This is an optimization exercise on Yosys and OpenROAD, whose aim is small area and a short achievable clock period, not a production implementation.
In this exercise RTL edits were held to simulation tests only and were not proved equivalent to the original.

==> try-quartz: inputs <==
Design Processor, start of the top module:
module Processor(
    input clk,
    input rst,
    input [31:0] instr,  
    input [5:0] dbgSel,  
    output reg [11:0] pc,  
    output [31:0] dbgData,
    output [31:0] rOut
);
	genvar g;
	integer i;
	reg        pV;           
	reg        isAdd, isNeg, isAnd, isXor, isSh, isMul, isLoad, isStore, isCall;
	reg        useB, useImm, left, arith, lsAddr, wrReg;
	reg [4:0]  pD;           
	reg [20:0] pImm;         
	reg [32:0] pA;           
	reg [32:0] pB;           
	reg [4:0]  pN;           
	reg        pBig;         
	wire [31:0] imm = {{11{pImm[20]}}, pImm[20:0]};
	wire [31:0] off = {{16{pImm[15]}}, pImm[15:0]};
	wire [31:0] a = pA[31:0];
	wire [31:0] b = pB[31:0];
	wire [31:0] bsel = useB ? b : (useImm ? imm : off);
	wire [31:0] x = isNeg ? 32'd0 : a;
	wire [31:0] y = bsel ^ {32{isNeg}};
	wire [32:0] sum;
	sk_add32 adder (.a(x), .b(y), .cin(isNeg), .s(sum[31:0]), .cout(sum[32]));
	wire [63:0] prod;
	booth_mul33 mul (.a(pA), .b(pB), .p(prod));
	wire fill    = arith & a[31];
	wire useHigh = ~left & (pN != 5'd0);
	wire [31:0] mask = left ? (32'hffffffff >> pN) : (32'hffffffff << pN);
	wire [31:0] shRes = pBig ? {32{fill}} : (useHigh ? prod[63:32] : prod[31:0]);
	wire shZero = pBig ? ~fill : ~|(a & mask);
	wire [31:0] res0 = ({32{isAdd | isNeg}} & sum[31:0])
	                 | ({32{isAnd}} & (a & b))
	                 | ({32{isXor}} & (a ^ b));
	wire [31:0] aluRes = res0 | ({32{isSh}} & shRes);
	wire [2:0] memAddr = {3{lsAddr}} & sum[4:2];
	wire cFlag = pV & isAdd & sum[32];
	wire vFlag = pV & isAdd & (a[31] ^ bsel[31] ^ sum[31] ^ sum[32]);
	wire sFlag = pV & aluRes[31];
	wire zFlag = pV & (isMul ? (~|a | ~|b) : (isSh ? shZero : ~|res0));
	reg [31:0] Mn [0:7];     
	reg [7:0] written;
	wire [31:0] M [0:7];
	generate for (g = 0; g < 8; g = g + 1) begin : md
		assign M[g] = ~Mn[g];
	end endgenerate
	function [3:0] init;
		input [2:0] w;
		case (w)
			3'd0: init = 4'd7;
			3'd1: init = 4'd8;
			3'd2: init = 4'd5;
			3'd3: init = 4'd4;
  ...
Settings: LEC_CHECK=0, ABC_AREA=1, CAP_MARGIN=20, CORE_MARGIN=2, CORE_UTILIZATION=40, CTS_BUF_LIST=sky130_fd_sc_hd__clkbuf_8, CTS_CLUSTER_DIAMETER=45, CTS_CLUSTER_SIZE=12, PLACE_DENSITY=0.5, SLEW_MARGIN=20, TNS_END_PERCENT=0; clock period 30.0 ns.
standard.sh (not shown) runs the stock make flow with config.mk's settings and CLKGATE_MAP_FILE= SYNTH_SCRIPT=/design/flow/synth_recipe.tcl, a recipe that flattens the netlist after the stock synthesis.
==> flow/flow/run.sh <==
#!/bin/bash
set -euo pipefail
export SETUP_SLACK_MARGIN=${FLOW_SETUP_MARGIN:-15}
sed 's/"\${@:-finish}"/MATCH_CELL_FOOTPRINT=0 "${@:-finish}"/' standard.sh > standard_nofp.sh
grep -q 'MATCH_CELL_FOOTPRINT=0' standard_nofp.sh
bash standard_nofp.sh > standard.log 2>&1
==> try-indigo: changes against try-quartz <==
Settings changed: CTS_CLUSTER_DIAMETER 45 to unset.
==> try-zinc: changes against try-quartz <==
Settings changed: CAP_MARGIN 20 to 40, SLEW_MARGIN 20 to 40.
==> comparison table <==
| metric | try-zinc | try-quartz | try-indigo |
|---|---|---|---|
| Result of the run | no timing/DRC/antenna violations | finished with violations | finished with violations |
| Layout check failures | - | antenna rules, capacitance limit, slew limit | capacitance limit, slew limit |
| Worst r2r path cells | 35 | 35 | 34 |
| Fraction of layout instances using a drive strength above 1 | 0.148 | 0.145 | 0.143 |
| Logic depth of the worst path, buffers included | 12 | 11 | 15 |
| Number of clock buffers in the layout | 225 | 216 | 292 |
| R2R Path Start | pB[15] | pB[11] | pB[17] |
| Non-clock buffering overhead in the final layout | 0.0706 | 0.0679 | 0.0692 |
| Share of cell area taken by multi-input logic gates | 0.460 | 0.459 | 0.458 |
| Non-clock inverter total of the final layout | 1161 | 1165 | 1165 |
| Number of H-tree branching levels | 4 | 4 | 5 |
| Post-CTS repair timing setup buffer count | 71 | 91 | 85 |
| Final worst path period share | 0.522 | 0.526 | 0.519 |
| Reg-to-reg critical path endpoint | pB[29] | pB[27] | pB[21] |
| Final hold slack | 0.467 ns | 0.468 ns | 0.465 ns |

## afterwards: timing with drivers on the ports
No port has a modelled driver above. Below, the same layouts with a new extraction and two added sets of constraints. Step 1 assumes that a clkbuf_16 drives the clock port and a buf_2 every other input. Step 2 times the ports against the registers' clock, not the clock port: input delays grow and output delays shrink by t, the midpoint of the rising clock arrivals with the driver on. Three values: ideal ports, drivers, drivers and shift; two values: the first two.
| run | shift t [ns] | setup WS [ns] | hold slack, ns |
|---|---|---|---|
| try-quartz | 1.204 | 14.235 / 14.204 / 14.204 | 0.468 / 0.468 / 0.468 |
| try-indigo | 1.118 | 14.419 / 14.302 / 14.302 | 0.465 / 0.465 / 0.465 |
| try-zinc | 1.167 | 14.330 / 14.302 / 14.302 | 0.467 / 0.467 / 0.467 |
The setup slack of try-indigo, which loses most, moves by -0.117 ns with the drivers and by -0.117 ns with both steps.
